From an optimization exercise on the open Yosys and OpenROAD flow, aimed at small area; shortcuts taken in it are not production practice. In this exercise RTL edits were held to simulation tests only and were not proved equivalent to the original. Power is estimated from default activity; no workload was simulated.

**design/flow/design.v**
```verilog
module bram #(
    parameter ADDR_WIDTH = 10,
    parameter DATA_WIDTH = 8
)(
    output reg  [DATA_WIDTH-1:0] dout,
    input  wire                   clk,
    input  wire                   cea,
    input  wire                   reseta,
    input  wire [ADDR_WIDTH-1:0]  ada,
    input  wire [DATA_WIDTH-1:0]  din,
    input  wire                   ceb,
    input  wire                   resetb,
    input  wire                   oce,
    input  wire [ADDR_WIDTH-1:0]  adb
);
    localparam integer DEPTH = 1 << ADDR_WIDTH;
    (* ram_style = "block", syn_ramstyle = "block_ram" *)
    reg [DATA_WIDTH-1:0] mem [0:DEPTH-1];
    reg [DATA_WIDTH-1:0] dout_reg;
    always @(posedge clk) begin
        if (!reseta && cea) begin
            mem[ada] <= din;
        end
    end
    always @(posedge clk) begin
        if (resetb) begin
            dout_reg <= {DATA_WIDTH{1'b0}};
            dout     <= {DATA_WIDTH{1'b0}};
        end else begin
            if (ceb) begin
                dout_reg <= mem[adb];
            end
            if (oce) begin
                dout <= dout_reg;
            end
        end
    end
endmodule
module line_buffer #(
    parameter IMG_WIDTH   = 640,
    parameter PIXEL_WIDTH = 8,
    parameter ADDR_WIDTH  = 10
)(
    input  wire                     clk,
    input  wire                     rst_n,
    input  wire                     pixel_valid,
    input  wire [PIXEL_WIDTH-1:0]   pixel_in,
    output wire                     window_valid,
    output wire [PIXEL_WIDTH*9-1:0] window_out
);
    reg [ADDR_WIDTH-1:0] col_addr;
    reg [ADDR_WIDTH-1:0] row_count;
    reg pixel_valid_d1, pixel_valid_d2;
    reg [ADDR_WIDTH-1:0] col_addr_d1, col_addr_d2;
    reg [ADDR_WIDTH-1:0] row_count_d1, row_count_d2;
    reg [PIXEL_WIDTH-1:0] pixel_in_d1, pixel_in_d2;
    wire [PIXEL_WIDTH-1:0] line0_q, line1_q, line2_q;
    reg [PIXEL_WIDTH-1:0] top_row  [0:2];   
    reg [PIXEL_WIDTH-1:0] mid_row  [0:2];   
    reg [PIXEL_WIDTH-1:0] bot_row  [0:2];   
    reg prefill_active;
    reg [ADDR_WIDTH+1:0] fill_count;
    localparam FLUSH_THRESHOLD = (IMG_WIDTH * 2) + 1;
    localparam [PIXEL_WIDTH-1:0] ZERO_PIXEL = {PIXEL_WIDTH{1'b0}};
    reg window_valid_reg;
    integer i;
    always @(posedge clk or negedge rst_n) begin
        if (!rst_n) begin
            col_addr <= {ADDR_WIDTH{1'b0}};
        end else if (pixel_valid) begin
            col_addr <= (col_addr == IMG_WIDTH - 1) ? {ADDR_WIDTH{1'b0}} : col_addr + 1'b1;
        end
    end
    always @(posedge clk or negedge rst_n) begin
        if (!rst_n) begin
            row_count <= {ADDR_WIDTH{1'b0}};
        end else if (pixel_valid && (col_addr == IMG_WIDTH - 1)) begin
            if (row_count != {ADDR_WIDTH{1'b1}}) begin
                row_count <= row_count + 1'b1;
            end
        end
    end
    always @(posedge clk or negedge rst_n) begin
        if (!rst_n) begin
            prefill_active <= 1'b1;
            fill_count <= {(ADDR_WIDTH+2){1'b0}};
        end else if (prefill_active && pixel_valid) begin
            if (fill_count >= FLUSH_THRESHOLD - 1) begin
                prefill_active <= 1'b0;
            end else begin
                fill_count <= fill_count + 1'b1;
            end
        end
    end
    always @(posedge clk or negedge rst_n) begin
        if (!rst_n) begin
            pixel_valid_d1 <= 1'b0;
            col_addr_d1    <= {ADDR_WIDTH{1'b0}};
            row_count_d1   <= {ADDR_WIDTH{1'b0}};
            pixel_in_d1    <= {PIXEL_WIDTH{1'b0}};
        end else begin
            pixel_valid_d1 <= pixel_valid;
            if (pixel_valid) begin
                col_addr_d1  <= col_addr;
                row_count_d1 <= row_count;
                pixel_in_d1  <= pixel_in;
            end
        end
    end
    always @(posedge clk or negedge rst_n) begin
        if (!rst_n) begin
            pixel_valid_d2 <= 1'b0;
            col_addr_d2    <= {ADDR_WIDTH{1'b0}};
            row_count_d2   <= {ADDR_WIDTH{1'b0}};
            pixel_in_d2    <= {PIXEL_WIDTH{1'b0}};
        end else begin
            pixel_valid_d2 <= pixel_valid_d1;
            if (pixel_valid_d1) begin
                col_addr_d2  <= col_addr_d1;
                row_count_d2 <= row_count_d1;
                pixel_in_d2  <= pixel_in_d1;
            end
        end
    end
    always @(posedge clk or negedge rst_n) begin
        if (!rst_n) begin
            for (i = 0; i < 3; i = i + 1) begin
                top_row[i] <= ZERO_PIXEL;
                mid_row[i] <= ZERO_PIXEL;
                bot_row[i] <= ZERO_PIXEL;
            end
        end else if (pixel_valid_d2) begin
            if (prefill_active) begin
                for (i = 0; i < 3; i = i + 1) begin
                    top_row[i] <= ZERO_PIXEL;
                    mid_row[i] <= ZERO_PIXEL;
                    bot_row[i] <= ZERO_PIXEL;
                end
            end else begin
                top_row[0] <= top_row[1];
                top_row[1] <= top_row[2];
                top_row[2] <= line2_q;       
                mid_row[0] <= mid_row[1];
                mid_row[1] <= mid_row[2];
                mid_row[2] <= line1_q;       
                bot_row[0] <= bot_row[1];
                bot_row[1] <= bot_row[2];
                bot_row[2] <= pixel_in_d2;   
            end
        end
    end
    always @(posedge clk or negedge rst_n) begin
        if (!rst_n) begin
            window_valid_reg <= 1'b0;
        end else begin
            window_valid_reg <= pixel_valid_d2 && 
                                (row_count_d2 >= 3) && 
                                (col_addr_d2 >= 2) && 
                                !prefill_active;
        end
    end
    assign window_valid = window_valid_reg;
    assign window_out[7:0]   = top_row[0];
    assign window_out[15:8]  = top_row[1];
    assign window_out[23:16] = top_row[2];
    assign window_out[31:24] = mid_row[0];
    assign window_out[39:32] = mid_row[1];
    assign window_out[47:40] = mid_row[2];
    assign window_out[55:48] = bot_row[0];
    assign window_out[63:56] = bot_row[1];
    assign window_out[71:64] = bot_row[2];
    bram #(.ADDR_WIDTH(ADDR_WIDTH), .DATA_WIDTH(PIXEL_WIDTH)) line0 (
        .dout   (line0_q),
        .clk    (clk),
        .cea    (pixel_valid),       
        .reseta (~rst_n),
        .ceb    (1'b1),              
        .resetb (~rst_n),
        .oce    (1'b1),              
        .ada    (col_addr),          
        .din    (pixel_in),          
        .adb    (col_addr)           
    );
    wire [PIXEL_WIDTH-1:0] line1_din = (prefill_active && (row_count_d1 == 0)) 
                                       ? ZERO_PIXEL : line0_q;
    bram #(.ADDR_WIDTH(ADDR_WIDTH), .DATA_WIDTH(PIXEL_WIDTH)) line1 (
        .dout   (line1_q),
        .clk    (clk),
        .cea    (pixel_valid_d1),
        .reseta (~rst_n),
        .ceb    (1'b1),
        .resetb (~rst_n),
        .oce    (1'b1),
        .ada    (col_addr_d1),
        .din    (line1_din),
        .adb    (col_addr_d1)
    );
    wire [PIXEL_WIDTH-1:0] line2_din = (prefill_active && (row_count_d2 <= 1)) 
                                       ? ZERO_PIXEL : line1_q;
    bram #(.ADDR_WIDTH(ADDR_WIDTH), .DATA_WIDTH(PIXEL_WIDTH)) line2 (
        .dout   (line2_q),
        .clk    (clk),
        .cea    (pixel_valid_d2),
        .reseta (~rst_n),
        .ceb    (1'b1),
        .resetb (~rst_n),
        .oce    (1'b1),
        .ada    (col_addr_d2),
        .din    (line2_din),
        .adb    (col_addr_d2)
    );
endmodule
module rgb_to_gray (
    input  wire        clk,
    input  wire        rst_n,
    input  wire        pixel_valid,
    input  wire [15:0] rgb565_in,      
    output reg         gray_valid,
    output reg  [7:0]  gray_out
);
    wire [7:0] red   = {rgb565_in[15:11], rgb565_in[15:13]};   
    wire [7:0] green = {rgb565_in[10:5], rgb565_in[10:9]};    
    wire [7:0] blue  = {rgb565_in[4:0], rgb565_in[4:2]};      
    wire [9:0] simple_avg = red + green + blue;
    wire [7:0] gray_simple = simple_avg[9:2];   
    wire [15:0] red_weighted   = red * 77;     
    wire [15:0] green_weighted = green * 151;  
    wire [15:0] blue_weighted  = blue * 28;    
    wire [17:0] weighted_sum   = red_weighted + green_weighted + blue_weighted;
    wire [7:0]  gray_weighted  = weighted_sum[15:8];   
    parameter USE_WEIGHTED = 1;   
    wire [7:0] gray_result = USE_WEIGHTED ? gray_weighted : gray_simple;
    always @(posedge clk or negedge rst_n) begin
        if (!rst_n) begin
            gray_valid <= 1'b0;
            gray_out <= 8'd0;
        end else begin
            gray_valid <= pixel_valid;
            gray_out <= gray_result;
        end
    end
endmodule
module gaussian_blur #(
    parameter PIXEL_WIDTH = 8
)(
    input  wire clk,
    input  wire rst_n,
    input  wire window_valid,
    input  wire [PIXEL_WIDTH*9-1:0] window_flat,
    output reg blur_valid,
    output reg [PIXEL_WIDTH*9-1:0] window_blurred
);
    wire [PIXEL_WIDTH-1:0] p00 = window_flat[PIXEL_WIDTH*0 +: PIXEL_WIDTH];
    wire [PIXEL_WIDTH-1:0] p01 = window_flat[PIXEL_WIDTH*1 +: PIXEL_WIDTH];
    wire [PIXEL_WIDTH-1:0] p02 = window_flat[PIXEL_WIDTH*2 +: PIXEL_WIDTH];
    wire [PIXEL_WIDTH-1:0] p10 = window_flat[PIXEL_WIDTH*3 +: PIXEL_WIDTH];
    wire [PIXEL_WIDTH-1:0] p11 = window_flat[PIXEL_WIDTH*4 +: PIXEL_WIDTH];
    wire [PIXEL_WIDTH-1:0] p12 = window_flat[PIXEL_WIDTH*5 +: PIXEL_WIDTH];
    wire [PIXEL_WIDTH-1:0] p20 = window_flat[PIXEL_WIDTH*6 +: PIXEL_WIDTH];
    wire [PIXEL_WIDTH-1:0] p21 = window_flat[PIXEL_WIDTH*7 +: PIXEL_WIDTH];
    wire [PIXEL_WIDTH-1:0] p22 = window_flat[PIXEL_WIDTH*8 +: PIXEL_WIDTH];
    wire [PIXEL_WIDTH+3:0] sum = 
        p00 + (p01 << 1) + p02 +
        (p10 << 1) + (p11 << 2) + (p12 << 1) +
        p20 + (p21 << 1) + p22;
    wire [PIXEL_WIDTH-1:0] center_blurred = sum[PIXEL_WIDTH+3:4];  
    wire [PIXEL_WIDTH-1:0] b00 = p00;
    wire [PIXEL_WIDTH-1:0] b01 = p01;
    wire [PIXEL_WIDTH-1:0] b02 = p02;
    wire [PIXEL_WIDTH-1:0] b10 = p10;
    wire [PIXEL_WIDTH-1:0] b11 = center_blurred;  
    wire [PIXEL_WIDTH-1:0] b12 = p12;
    wire [PIXEL_WIDTH-1:0] b20 = p20;
    wire [PIXEL_WIDTH-1:0] b21 = p21;
    wire [PIXEL_WIDTH-1:0] b22 = p22;
    always @(posedge clk or negedge rst_n) begin
        if (!rst_n) begin
            blur_valid <= 1'b0;
            window_blurred <= {(PIXEL_WIDTH*9){1'b0}};
        end else begin
            blur_valid <= window_valid;
            if (window_valid) begin
                window_blurred <= {b22, b21, b20, b12, b11, b10, b02, b01, b00};
            end
        end
    end
endmodule
module bilateral_filter #(
    parameter PIXEL_WIDTH = 8,
    parameter SIGMA_SPATIAL = 2,     
    parameter SIGMA_RANGE = 20       
)(
    input  wire clk,
    input  wire rst_n,
    input  wire window_valid,
    input  wire [PIXEL_WIDTH*9-1:0] window_flat,
    output reg filter_valid,
    output reg [PIXEL_WIDTH*9-1:0] window_filtered
);
    wire [PIXEL_WIDTH-1:0] p00 = window_flat[PIXEL_WIDTH*0 +: PIXEL_WIDTH];
    wire [PIXEL_WIDTH-1:0] p01 = window_flat[PIXEL_WIDTH*1 +: PIXEL_WIDTH];
    wire [PIXEL_WIDTH-1:0] p02 = window_flat[PIXEL_WIDTH*2 +: PIXEL_WIDTH];
    wire [PIXEL_WIDTH-1:0] p10 = window_flat[PIXEL_WIDTH*3 +: PIXEL_WIDTH];
    wire [PIXEL_WIDTH-1:0] p11 = window_flat[PIXEL_WIDTH*4 +: PIXEL_WIDTH];  
    wire [PIXEL_WIDTH-1:0] p12 = window_flat[PIXEL_WIDTH*5 +: PIXEL_WIDTH];
    wire [PIXEL_WIDTH-1:0] p20 = window_flat[PIXEL_WIDTH*6 +: PIXEL_WIDTH];
    wire [PIXEL_WIDTH-1:0] p21 = window_flat[PIXEL_WIDTH*7 +: PIXEL_WIDTH];
    wire [PIXEL_WIDTH-1:0] p22 = window_flat[PIXEL_WIDTH*8 +: PIXEL_WIDTH];
    wire signed [PIXEL_WIDTH:0] diff00 = p11 - p00;
    wire signed [PIXEL_WIDTH:0] diff01 = p11 - p01;
    wire signed [PIXEL_WIDTH:0] diff02 = p11 - p02;
    wire signed [PIXEL_WIDTH:0] diff10 = p11 - p10;
    wire signed [PIXEL_WIDTH:0] diff12 = p11 - p12;
    wire signed [PIXEL_WIDTH:0] diff20 = p11 - p20;
    wire signed [PIXEL_WIDTH:0] diff21 = p11 - p21;
    wire signed [PIXEL_WIDTH:0] diff22 = p11 - p22;
    wire [PIXEL_WIDTH-1:0] abs_diff00 = (diff00[PIXEL_WIDTH]) ? -diff00 : diff00;
    wire [PIXEL_WIDTH-1:0] abs_diff01 = (diff01[PIXEL_WIDTH]) ? -diff01 : diff01;
    wire [PIXEL_WIDTH-1:0] abs_diff02 = (diff02[PIXEL_WIDTH]) ? -diff02 : diff02;
    wire [PIXEL_WIDTH-1:0] abs_diff10 = (diff10[PIXEL_WIDTH]) ? -diff10 : diff10;
    wire [PIXEL_WIDTH-1:0] abs_diff12 = (diff12[PIXEL_WIDTH]) ? -diff12 : diff12;
    wire [PIXEL_WIDTH-1:0] abs_diff20 = (diff20[PIXEL_WIDTH]) ? -diff20 : diff20;
    wire [PIXEL_WIDTH-1:0] abs_diff21 = (diff21[PIXEL_WIDTH]) ? -diff21 : diff21;
    wire [PIXEL_WIDTH-1:0] abs_diff22 = (diff22[PIXEL_WIDTH]) ? -diff22 : diff22;
    wire [2:0] w00 = (abs_diff00 < SIGMA_RANGE) ? 3'd1 : 3'd0;
    wire [2:0] w01 = (abs_diff01 < SIGMA_RANGE) ? 3'd2 : 3'd0;
    wire [2:0] w02 = (abs_diff02 < SIGMA_RANGE) ? 3'd1 : 3'd0;
    wire [2:0] w10 = (abs_diff10 < SIGMA_RANGE) ? 3'd2 : 3'd0;
    wire [2:0] w11 = 3'd4;  
    wire [2:0] w12 = (abs_diff12 < SIGMA_RANGE) ? 3'd2 : 3'd0;
    wire [2:0] w20 = (abs_diff20 < SIGMA_RANGE) ? 3'd1 : 3'd0;
    wire [2:0] w21 = (abs_diff21 < SIGMA_RANGE) ? 3'd2 : 3'd0;
    wire [2:0] w22 = (abs_diff22 < SIGMA_RANGE) ? 3'd1 : 3'd0;
    wire [PIXEL_WIDTH+7:0] weighted_sum = 
        (p00 * w00) + (p01 * w01) + (p02 * w02) +
        (p10 * w10) + (p11 * w11) + (p12 * w12) +
        (p20 * w20) + (p21 * w21) + (p22 * w22);
    wire [4:0] weight_sum = w00 + w01 + w02 + w10 + w11 + w12 + w20 + w21 + w22;
    wire [PIXEL_WIDTH-1:0] center_filtered = 
        (weight_sum > 0) ? (weighted_sum / weight_sum) : p11;
    wire [PIXEL_WIDTH-1:0] f00 = p00;
    wire [PIXEL_WIDTH-1:0] f01 = p01;
    wire [PIXEL_WIDTH-1:0] f02 = p02;
    wire [PIXEL_WIDTH-1:0] f10 = p10;
    wire [PIXEL_WIDTH-1:0] f11 = center_filtered;
    wire [PIXEL_WIDTH-1:0] f12 = p12;
    wire [PIXEL_WIDTH-1:0] f20 = p20;
    wire [PIXEL_WIDTH-1:0] f21 = p21;
    wire [PIXEL_WIDTH-1:0] f22 = p22;
    always @(posedge clk or negedge rst_n) begin
        if (!rst_n) begin
            filter_valid <= 1'b0;
            window_filtered <= {(PIXEL_WIDTH*9){1'b0}};
        end else begin
            filter_valid <= window_valid;
            if (window_valid) begin
                window_filtered <= {f22, f21, f20, f12, f11, f10, f02, f01, f00};
            end
        end
    end
endmodule
module sobel_kernel #(
    parameter PIXEL_WIDTH = 8,
    parameter SOBEL_WIDTH = 11
)(
    input  wire clk,
    input  wire rst_n,
    input  wire window_valid,
    input  wire [PIXEL_WIDTH*9-1:0] window_flat,
    output reg sobel_valid,
    output reg signed [SOBEL_WIDTH-1:0] gx_out,
    output reg signed [SOBEL_WIDTH-1:0] gy_out
);
    wire [PIXEL_WIDTH-1:0] p0 = window_flat[7:0];
    wire [PIXEL_WIDTH-1:0] p1 = window_flat[15:8];
    wire [PIXEL_WIDTH-1:0] p2 = window_flat[23:16];
    wire [PIXEL_WIDTH-1:0] p3 = window_flat[31:24];
    wire [PIXEL_WIDTH-1:0] p4 = window_flat[39:32];
    wire [PIXEL_WIDTH-1:0] p5 = window_flat[47:40];
    wire [PIXEL_WIDTH-1:0] p6 = window_flat[55:48];
    wire [PIXEL_WIDTH-1:0] p7 = window_flat[63:56];
    wire [PIXEL_WIDTH-1:0] p8 = window_flat[71:64];
    wire signed [PIXEL_WIDTH:0] ps0 = {1'b0, p0};
    wire signed [PIXEL_WIDTH:0] ps1 = {1'b0, p1};
    wire signed [PIXEL_WIDTH:0] ps2 = {1'b0, p2};
    wire signed [PIXEL_WIDTH:0] ps3 = {1'b0, p3};
    wire signed [PIXEL_WIDTH:0] ps4 = {1'b0, p4};
    wire signed [PIXEL_WIDTH:0] ps5 = {1'b0, p5};
    wire signed [PIXEL_WIDTH:0] ps6 = {1'b0, p6};
    wire signed [PIXEL_WIDTH:0] ps7 = {1'b0, p7};
    wire signed [PIXEL_WIDTH:0] ps8 = {1'b0, p8};
    wire signed [SOBEL_WIDTH-1:0] gx_result =
        -ps0 + ps2 - (ps3 <<< 1) + (ps5 <<< 1) - ps6 + ps8;
    wire signed [SOBEL_WIDTH-1:0] gy_result =
        -ps0 - (ps1 <<< 1) - ps2 + ps6 + (ps7 <<< 1) + ps8;
    wire [SOBEL_WIDTH-1:0] gx_abs_dbg = gx_result[SOBEL_WIDTH-1] ? (~gx_result + 1'b1) : gx_result;
    wire [SOBEL_WIDTH-1:0] gy_abs_dbg = gy_result[SOBEL_WIDTH-1] ? (~gy_result + 1'b1) : gy_result;
    wire [SOBEL_WIDTH:0] mag_sum_dbg = {1'b0, gx_abs_dbg} + {1'b0, gy_abs_dbg};
    wire mag_overflow_dbg = |mag_sum_dbg[SOBEL_WIDTH:PIXEL_WIDTH];
    wire [PIXEL_WIDTH-1:0] mag_sat_dbg = mag_overflow_dbg ? {PIXEL_WIDTH{1'b1}} : mag_sum_dbg[PIXEL_WIDTH-1:0];
    always @(posedge clk or negedge rst_n) begin
        if (!rst_n) begin
            sobel_valid <= 1'b0;
            gx_out <= 0;
            gy_out <= 0;
        end else begin
            sobel_valid <= window_valid;
            gx_out <= gx_result;
            gy_out <= gy_result;
        end
    end
endmodule
module edge_mag #(
    parameter SOBEL_WIDTH = 11,
    parameter OUTPUT_WIDTH = 8
)(
    input  wire clk,
    input  wire rst_n,
    input  wire sobel_valid,
    input  wire signed [SOBEL_WIDTH-1:0] gx_in,
    input  wire signed [SOBEL_WIDTH-1:0] gy_in,
    output reg edge_valid,
    output reg [OUTPUT_WIDTH-1:0] edge_magnitude
);
    wire [SOBEL_WIDTH-1:0] gx_abs = gx_in[SOBEL_WIDTH-1] ? (~gx_in + 1'b1) : gx_in;
    wire [SOBEL_WIDTH-1:0] gy_abs = gy_in[SOBEL_WIDTH-1] ? (~gy_in + 1'b1) : gy_in;
    wire [SOBEL_WIDTH:0] magnitude_sum = {1'b0, gx_abs} + {1'b0, gy_abs};
    wire [SOBEL_WIDTH:0] magnitude_scaled = magnitude_sum >> 1;
    wire [OUTPUT_WIDTH-1:0] magnitude_pre = magnitude_scaled[OUTPUT_WIDTH-1:0];
    wire [OUTPUT_WIDTH-1:0] max_value = {OUTPUT_WIDTH{1'b1}};
    wire [OUTPUT_WIDTH-1:0] magnitude_sat = (magnitude_scaled > max_value) ? max_value : magnitude_pre;
    always @(posedge clk or negedge rst_n) begin
        if (!rst_n) begin
            edge_valid <= 1'b0;
            edge_magnitude <= {OUTPUT_WIDTH{1'b0}};
        end else begin
            edge_valid <= sobel_valid;
            if (sobel_valid) begin
                edge_magnitude <= magnitude_sat;
            end else begin
                edge_magnitude <= {OUTPUT_WIDTH{1'b0}};
            end
        end
    end
endmodule
module image_binarization #(
    parameter PIXEL_WIDTH       = 8,
    parameter DEFAULT_THRESHOLD = 8'd100,
    parameter HIGH_THRESHOLD    = 8'd150,    
    parameter LOW_THRESHOLD     = 8'd50,     
    parameter ADAPTIVE_MODE     = 0          
)(
    input  wire                     clk,
    input  wire                     rst_n,
    input  wire [PIXEL_WIDTH-1:0]   edge_magnitude,
    input  wire                     edge_valid,
    input  wire [PIXEL_WIDTH-1:0]   threshold,           
    input  wire [1:0]               threshold_mode,      
    output reg                      binary_pixel,
    output reg                      binary_valid,
    output reg                      strong_edge,         
    output reg                      weak_edge            
);
    wire fixed_threshold_result;
    assign fixed_threshold_result = (edge_magnitude > threshold);
    wire is_strong_edge;
    wire is_weak_edge;
    wire is_suppressed;
    assign is_strong_edge = (edge_magnitude >= HIGH_THRESHOLD);
    assign is_weak_edge   = (edge_magnitude >= LOW_THRESHOLD) && 
                            (edge_magnitude < HIGH_THRESHOLD);
    assign is_suppressed  = (edge_magnitude < LOW_THRESHOLD);
    reg [PIXEL_WIDTH+7:0] magnitude_sum;     
    reg [7:0]             pixel_count;
    reg [PIXEL_WIDTH-1:0] local_mean;
    wire [PIXEL_WIDTH-1:0] adaptive_threshold;
    always @(posedge clk or negedge rst_n) begin
        if (!rst_n) begin
            magnitude_sum <= 0;
            pixel_count <= 0;
            local_mean <= 8'd100;    
        end else if (edge_valid) begin
            if (pixel_count == 8'd255) begin
                magnitude_sum <= edge_magnitude;
                pixel_count <= 1;
                local_mean <= magnitude_sum[PIXEL_WIDTH+7:8];   
            end else begin
                magnitude_sum <= magnitude_sum + edge_magnitude;
                pixel_count <= pixel_count + 1;
            end
        end
    end
    assign adaptive_threshold = local_mean + 8'd20;
    wire adaptive_result = (edge_magnitude > adaptive_threshold);
    reg binary_result;
    always @(*) begin
        case (threshold_mode)
            2'b00:   binary_result = fixed_threshold_result;       
            2'b01:   binary_result = adaptive_result;              
            2'b10:   binary_result = is_strong_edge | is_weak_edge;  
            default: binary_result = fixed_threshold_result;
        endcase
    end
    always @(posedge clk or negedge rst_n) begin
        if (!rst_n) begin
            binary_pixel <= 1'b0;
            binary_valid <= 1'b0;
            strong_edge  <= 1'b0;
            weak_edge    <= 1'b0;
        end else begin
            binary_valid <= edge_valid;
            if (edge_valid) begin
                binary_pixel <= binary_result;
                strong_edge  <= is_strong_edge;
                weak_edge    <= is_weak_edge;
            end
        end
    end
endmodule
module noise_rejection_filter (
    input  wire clk,
    input  wire rst_n,
    input  wire pixel_valid,
    input  wire pixel_in,
    output reg pixel_out,
    output reg pixel_out_valid
);
    reg [2:0] row_current;
    reg prev_out;
    reg prev_prev_out;
    wire has_horizontal;
    wire has_vertical;
    wire keep_pixel;
    assign has_horizontal = row_current[0] | row_current[2];   
    assign has_vertical = prev_out | prev_prev_out;             
    assign keep_pixel = row_current[1] && (has_horizontal || has_vertical);
    always @(posedge clk or negedge rst_n) begin
        if (!rst_n) begin
            row_current <= 3'b0;
            prev_out <= 1'b0;
            prev_prev_out <= 1'b0;
            pixel_out <= 1'b0;
            pixel_out_valid <= 1'b0;
        end else if (pixel_valid) begin
            row_current <= {row_current[1:0], pixel_in};
            prev_prev_out <= prev_out;
            prev_out <= keep_pixel;
            pixel_out <= keep_pixel;
            pixel_out_valid <= pixel_valid;
        end
    end
endmodule
module sobel_processor #(
    parameter IMG_WIDTH = 64,
    parameter IMG_HEIGHT = 480,
    parameter PIXEL_WIDTH = 8,
    parameter USE_BILATERAL = 1               
)(
    input  wire clk,
    input  wire rst_n,
    input  wire href,
    input  wire vsync,
    input  wire [15:0] pixel_in,
    input  wire sobel_enable,
    input  wire [7:0] edge_threshold,         
    input  wire [1:0] threshold_mode,         
    output wire pixel_valid,
    output wire [15:0] pixel_out,
    output wire binary_pixel,                 
    output wire binary_valid,                 
    output wire strong_edge,                  
    output wire weak_edge                     
);
    wire [PIXEL_WIDTH-1:0] gray_pixel;
    wire gray_valid;
    wire [PIXEL_WIDTH*9-1:0] window_flat;
    wire window_valid;
    wire [PIXEL_WIDTH*9-1:0] window_blurred;
    wire blur_valid;
    wire signed [10:0] gx, gy;
    wire sobel_valid;
    wire [PIXEL_WIDTH-1:0] edge_magnitude;
    wire edge_valid;
    rgb_to_gray #(.USE_WEIGHTED(1)) u_rgb2gray (
        .clk(clk), .rst_n(rst_n), .pixel_valid(href),
        .rgb565_in(pixel_in), .gray_out(gray_pixel), .gray_valid(gray_valid)
    );
    localparam LB_ADDR_WIDTH = $clog2(IMG_WIDTH);
    line_buffer #(.IMG_WIDTH(IMG_WIDTH), .ADDR_WIDTH(LB_ADDR_WIDTH)) u_linebuf (
        .clk(clk), .rst_n(rst_n), .pixel_valid(gray_valid),
        .pixel_in(gray_pixel), .window_valid(window_valid), .window_out(window_flat)
    );
    gaussian_blur #(.PIXEL_WIDTH(PIXEL_WIDTH)) u_gaussian (
        .clk(clk), .rst_n(rst_n), .window_valid(window_valid),
        .window_flat(window_flat), .blur_valid(blur_valid), .window_blurred(window_blurred)
    );
    wire [PIXEL_WIDTH*9-1:0] window_bilateral;
    wire bilateral_valid;
    bilateral_filter #(
        .PIXEL_WIDTH(PIXEL_WIDTH),
        .SIGMA_RANGE(28)   
    ) u_bilateral (
        .clk(clk), .rst_n(rst_n), .window_valid(window_valid),
        .window_flat(window_flat), .filter_valid(bilateral_valid), .window_filtered(window_bilateral)
    );
    wire [PIXEL_WIDTH*9-1:0] window_filtered = USE_BILATERAL ? window_bilateral : window_blurred;
    wire filter_valid = USE_BILATERAL ? bilateral_valid : blur_valid;
    sobel_kernel u_sobel (
        .clk(clk), .rst_n(rst_n), .window_valid(filter_valid),
        .window_flat(window_filtered), .sobel_valid(sobel_valid), .gx_out(gx), .gy_out(gy)
    );
    edge_mag u_magnitude (
        .clk(clk), .rst_n(rst_n), .sobel_valid(sobel_valid),
        .gx_in(gx), .gy_in(gy), .edge_valid(edge_valid), .edge_magnitude(edge_magnitude)
    );
    reg signed [10:0] gx_prev, gy_prev;
    reg edge_valid_d;
    reg [PIXEL_WIDTH-1:0] edge_magnitude_d;
    reg [PIXEL_WIDTH-1:0] magnitude_prev;
    always @(posedge clk or negedge rst_n) begin
        if (!rst_n)
            edge_valid_d <= 1'b0;
        else
            edge_valid_d <= edge_valid;
    end
    always @(posedge clk) begin
        if (edge_valid) begin
            gx_prev <= gx;
            gy_prev <= gy;
            edge_magnitude_d <= edge_magnitude;
            magnitude_prev <= edge_magnitude;
        end
    end
    wire signed [21:0] dot_product = (gx * gx_prev) + (gy * gy_prev);
    wire signed [21:0] mag_product = (gx * gx) + (gy * gy) + 1;
    wire gradient_consistent = (dot_product > (mag_product >>> 1));  
    wire [PIXEL_WIDTH-1:0] mag_diff = (edge_magnitude_d > magnitude_prev) ? 
                                      (edge_magnitude_d - magnitude_prev) : 
                                      (magnitude_prev - edge_magnitude_d);
    wire magnitude_stable = (mag_diff < 8'd40);  
    wire magnitude_strong = (edge_magnitude_d > 8'd65);  
    wire edge_is_valid = gradient_consistent && magnitude_stable && magnitude_strong && edge_valid_d;
    wire [PIXEL_WIDTH-1:0] filtered_magnitude = edge_is_valid ? edge_magnitude_d : 8'd0;
    wire filtered_valid = edge_valid_d;
    wire binary_pixel_raw;
    wire binary_valid_raw;
    image_binarization #(
        .PIXEL_WIDTH(8),
        .DEFAULT_THRESHOLD(8'd100),
        .HIGH_THRESHOLD(8'd95),          
        .LOW_THRESHOLD(8'd55)            
    ) u_binarization (
        .clk            (clk),
        .rst_n          (rst_n),
        .edge_magnitude (filtered_magnitude),   
        .edge_valid     (filtered_valid),       
        .threshold      (edge_threshold),
        .threshold_mode (threshold_mode),
        .binary_pixel   (binary_pixel_raw),     
        .binary_valid   (binary_valid_raw),
        .strong_edge    (strong_edge),
        .weak_edge      (weak_edge)
    );
    noise_rejection_filter u_noise_filter (
        .clk              (clk),
        .rst_n            (rst_n),
        .pixel_valid      (binary_valid_raw),
        .pixel_in         (binary_pixel_raw),
        .pixel_out        (binary_pixel),
        .pixel_out_valid  (binary_valid)
    );
    wire [15:0] sobel_rgb565 = {edge_magnitude[7:3], edge_magnitude[7:2], edge_magnitude[7:3]};
    assign pixel_valid = sobel_enable ? edge_valid : href;
    assign pixel_out = sobel_enable ? sobel_rgb565 : pixel_in;
endmodule
```
**design/flow/run.sh**
```bash
#!/bin/bash
# synth_recipe.tcl (not shown) runs the flow's synth.tcl, then flattens the netlist and writes it again
# the make line also repeats each setting of config.mk as NAME=value (left out here)
make -C /OpenROAD-flow-scripts/flow DESIGN_CONFIG=/design/flow/config.mk WORK_HOME=/design/flow/orfs CLKGATE_MAP_FILE= SYNTH_SCRIPT=/design/flow/synth_recipe.tcl finish
```
**design/flow/config.mk**
```make
export PLATFORM = sky130hd
export DESIGN_NAME = sobel_processor
export DESIGN_NICKNAME = sobel_processor
export VERILOG_FILES = /design/flow/design.v
export SDC_FILE = /design/flow/constraint.sdc
export NUM_CORES = 4
export LEC_CHECK = 0
export CAP_MARGIN = 20
export CORE_MARGIN = 2
export CORE_UTILIZATION = 40
export PLACE_DENSITY = 0.6
export SLEW_MARGIN = 20
```
**design/flow/constraint.sdc**
```tcl
create_clock -name core_clock -period 13.0 [get_ports {clk}]
set_input_delay 2.6000 -clock core_clock [delete_from_list [all_inputs] [get_ports {clk}]]
set_output_delay 2.6000 -clock core_clock [all_outputs]
set_load 0.01 [all_outputs]
```
==> summary.md <==
| Metric | Value |
|---|---|
| Status | `finished clean` |
| Sequential fraction of the synthesis area | `0.581` |
| Io pins | `52` |
| Fin util | `0.446` |
| H-tree levels | `4` |
| Unique masters post-synth | `79` |
| CTS Buf Count | `roughly 180` |
| Largest registers | `u_linebuf.line0.mem x512, u_linebuf.line1.mem x512, u_linebuf.line2.mem x512` |
| Worst-Margin Slew | `1.16 ns` |
| Highest clock rate | `between 80 and 90 MHz` |
| Chip Height | `491 microns` |
| Total Routing Usage GR | `0.190` |
| DR vias | `56000` |
| Top post-synthesis cells by area | `edfxtp_1 50%, fa_1 13%, dfrtp_1 7.4%, ha_1 4.7%, a22oi_1 3.9%` |
| Most used DFF post-synth | `edfxtp_1` |
| Final hold vios | `0` |
| DRT Pass-1 Iters | `7` |
| Post-CTS Setup Inserts | `0` |
| CTS resizes | `0` |
| Die X | `slightly below 500 microns` |
| Yosys top cell by area | `edfxtp_1` |
| Die Area | `between 200000 and 250000 sq um` |
| Final ANT Viol Nets | `0` |
| CTS tree | `yes` |
| Vias in the first global route | `between 50000 and 60000` |
| # rows | `178` |
| Most common cell after layout, fill and taps aside | `edfxtp_1` |
| R2R depth | `34` |
| Post-layout min period | `around 12 ns` |
| Sink Count | `roughly 1900` |
| Final Cycle Share | `0.932` |
| Max Slew Vio Count | `0` |
| Final TNS setup | `0 ns` |
| Core area | `~240000 sq um` |
| Routability congestion estimate from global placement | `between 0.8 and 0.9` |
| Wire per inst | `between 20 and 25 microns` |
| Total congestion overflow | `0` |
| Leakage | `39.9 nW` |
| Overall Power | `~17 mW` |
| Sequential Area | `55200 sq um` |
| Avg Synthesized Cell Area | `13.6 sq um` |
| Slowest CP cell | `dfrtp_1` |
| Initial antenna violation count | `3` |
| Pwr dens | `158 nW/um^2` |
| Final worst slack | `around 0.88 ns` |
| Max stage delay on crit path | `0.79 ns` |
| HPWL after detailed placement | `roughly 150000 microns` |
| Layout cells sized above 1 | `0.0770` |
| Critical path capture point type | `flop` |
| Worst Clk Skew | `approximately 0.040 ns` |
| Clock Latency Late Sink | `0.84 ns` |
| Number of synthesis warnings | `13` |
| Max IR drop VDD | `approximately 0.00024 V` |
| Multi-input combinational cell area | `roughly 35000 sq um` |
| Post-Synthesis Cells | `6984` |
| CTS Root Cell | `clkbuf_16` |
| Final setup fails | `0` |
| Post-Syn Area | `94900 sq um` |
| Synth-to-Final Area Change | `10.9%` |
| Number of synthesized register bits | `~1900` |
| Vias per cell | `~5.4` |
| Post-Place Setup Slack | `0.843 ns` |
| Longest Clk Path Bufs | `3` |
| First-pass GRT wire length | `approximately 350000 microns` |
| Synth async-reset ratio | `0.150` |
| Post-Syn Nets | `around 8000` |
| Worst setup SP type | `flop` |
| Synth top area share | `0.496` |
| 1st-iter DRT viols | `~5200` |
| Initial Util | `0.403` |
| Largest net degree at the start of global routing | `slightly below 100` |
| Required @ worst endpoint | `roughly 14 ns` |
| Worst hold path stage count | `0` |
| Final nets | `approximately 8000` |
| Residual DRC | `0` |
| Cell mode on critical path | `fa_1` |
| Clock transition at path regs | `0.06 ns` |
| Filler cells | `around 21000` |
| Commonest non-fill, non-tap cells in the layout | `1566 x edfxtp_1, 939 x inv_1, 618 x fa_1` |
| DRT Wirelength | `229000 microns` |
| Worst EP arrival | `approximately 13 ns` |
| Max_slew headroom | `0.217` |
| EDFF count, synth | `approximately 1600` |
| Max FO, Critical Path | `13` |
| Worst Hold Class | `flop to flop` |
| Count of buffers from port buffering | `50` |
| Hold buffer count at CTS | `0` |
| WS Path Type | `flop to flop` |
| Number of max-cap violations | `0` |
| RSZ-0062 raised after global routing | `false` |
## power breakdown
group / leakage (nW) / internal [mW] / switching [mW]
sequential: 18.4 / 7.20 / 0.368
clock: 3.04 / 3.11 / 2.37
combinational: 18.4 / 1.20 / 2.41
## critical path: cells and delay by family, from the launching register on
family	cells	cell delay, ns
adder cells (fa/ha/maj)	10	4.93
buffers and inverters	3	0.53
AND/OR/NAND/NOR	11	3.22
XOR/XNOR	2	0.49
flip-flops	1	0.79
AO/OA/AOI/OAI	8	2.05
## Yosys cell counts, drive strengths merged (138+ instances only)
| master | count |
|---|---|
| nor2 | 329 |
| edfxtp | 1566 |
| and2 | 159 |
| inv | 939 |
| fa | 618 |
| clkbuf | 276 |
| nand2 | 362 |
| ha | 356 |
| a22oi | 497 |
| a22o | 138 |
| dfrtp | 281 |
| a31oi | 150 |
| o21ai | 180 |
## layout make-up
cell class,count,share of cell area
Multi-Input combinational cell,3797,0.333
Clock buffer,221,0.0462
Sequential cell,1899,0.524
Inverter,943,0.0336
Tap cell,3150,0.0375
Clock inverter,119,0.0128
Antenna cell,2,0.0000476
Timing Repair Buffer,153,0.0123
## kinds of logic (layout without fill, tap and decap cells)
logic type / Yosys count / count (layout) / synth area share
simple gates: 1203 / 1203 / 0.0621
mux: 81 / 81 / 0.00958
other cells: 1 / 3 / 0.0000395
xor+xnor: 168 / 168 / 0.0155
fa+ha+maj: 975 / 975 / 0.177
buf+inv: 1288 / 1436 / 0.0512
flops: 1899 / 1899 / 0.581
compound gates: 1369 / 1369 / 0.103
## layer usage
| layer | GRT usage | routed length [microns] | up-vias | part of all wire |
|---|---|---|---|---|
| met3 | 0.0302 | 15600 | 356 | 0.068 |
| met2 | 0.305 | 109000 | 1934 | 0.47 |
| met5 | 0 | 13 | - | 0.000057 |
| met4 | 0.0580 | 6670 | 2 | 0.029 |
| met1 | 0.265 | 98000 | 28800 | 0.43 |
| li1 | - | - | 24900 | - |
## worst paths after layout
check / from / endpoint / slack, ns
hold / removal: u_bilateral.filter_valid$_DFF_PN0_ / u_sobel.sobel_valid$_DFF_PN0_ / 0.35
hold reg to reg: u_bilateral.filter_valid$_DFF_PN0_ / u_sobel.sobel_valid$_DFF_PN0_ / 0.35
max in group asynchronous: rst_n / u_bilateral.window_filtered[7]$_DFFE_PN0P_ / 9.09
setup reg to reg: u_sobel.gy_out[9]$_DFF_PN0_ / u_binarization.magnitude_sum[9]$_DFFE_PN0P_ / 0.88
setup / recovery: u_sobel.gy_out[9]$_DFF_PN0_ / u_binarization.magnitude_sum[9]$_DFFE_PN0P_ / 0.88
min in group asynchronous: rst_n / u_rgb2gray.gray_out[0]$_DFF_PN0_ / 1.72
## metrics by stage
stage / hold slack (ns) / std cells / instance area, sq um
2_1_floorplan: 0.331 / 6984 / 94900
3_3_place_gp: 0.333 / 9942 / 99000
3_5_place_dp: 0.335 / 9942 / 99000
4_1_cts: 0.348 / 10300 / 105000
5_1_grt: 0.369 / 10300 / 105000
6_report: 0.346 / 10300 / 105000

what the ideal ports hide:
In the flow no input, the clock included, has a driving cell. The finished layout below was timed again as built, in two steps. Step 1, drivers: a clkbuf_16 drives clk and a buf_2 each remaining input, both assumed. Step 2 moves the port delays by t, midway between the first and last clock arrival at a register: inputs arrive t later, outputs are due t later. That takes back most of the time a late clock gives input paths. a / b / c = ideal / step 1 / step 2; a / b = the first two.
shift t [ns]: 0.908
slack for setup (ns): 0.880 / 0.880 / 0.880
worst register clock-pin slew, ns: 0.07 / 0.07
After both steps setup and hold are still met in this run. For this run, drivers alone change the setup slack by 0.000 ns; drivers and shift together by 0.000 ns.
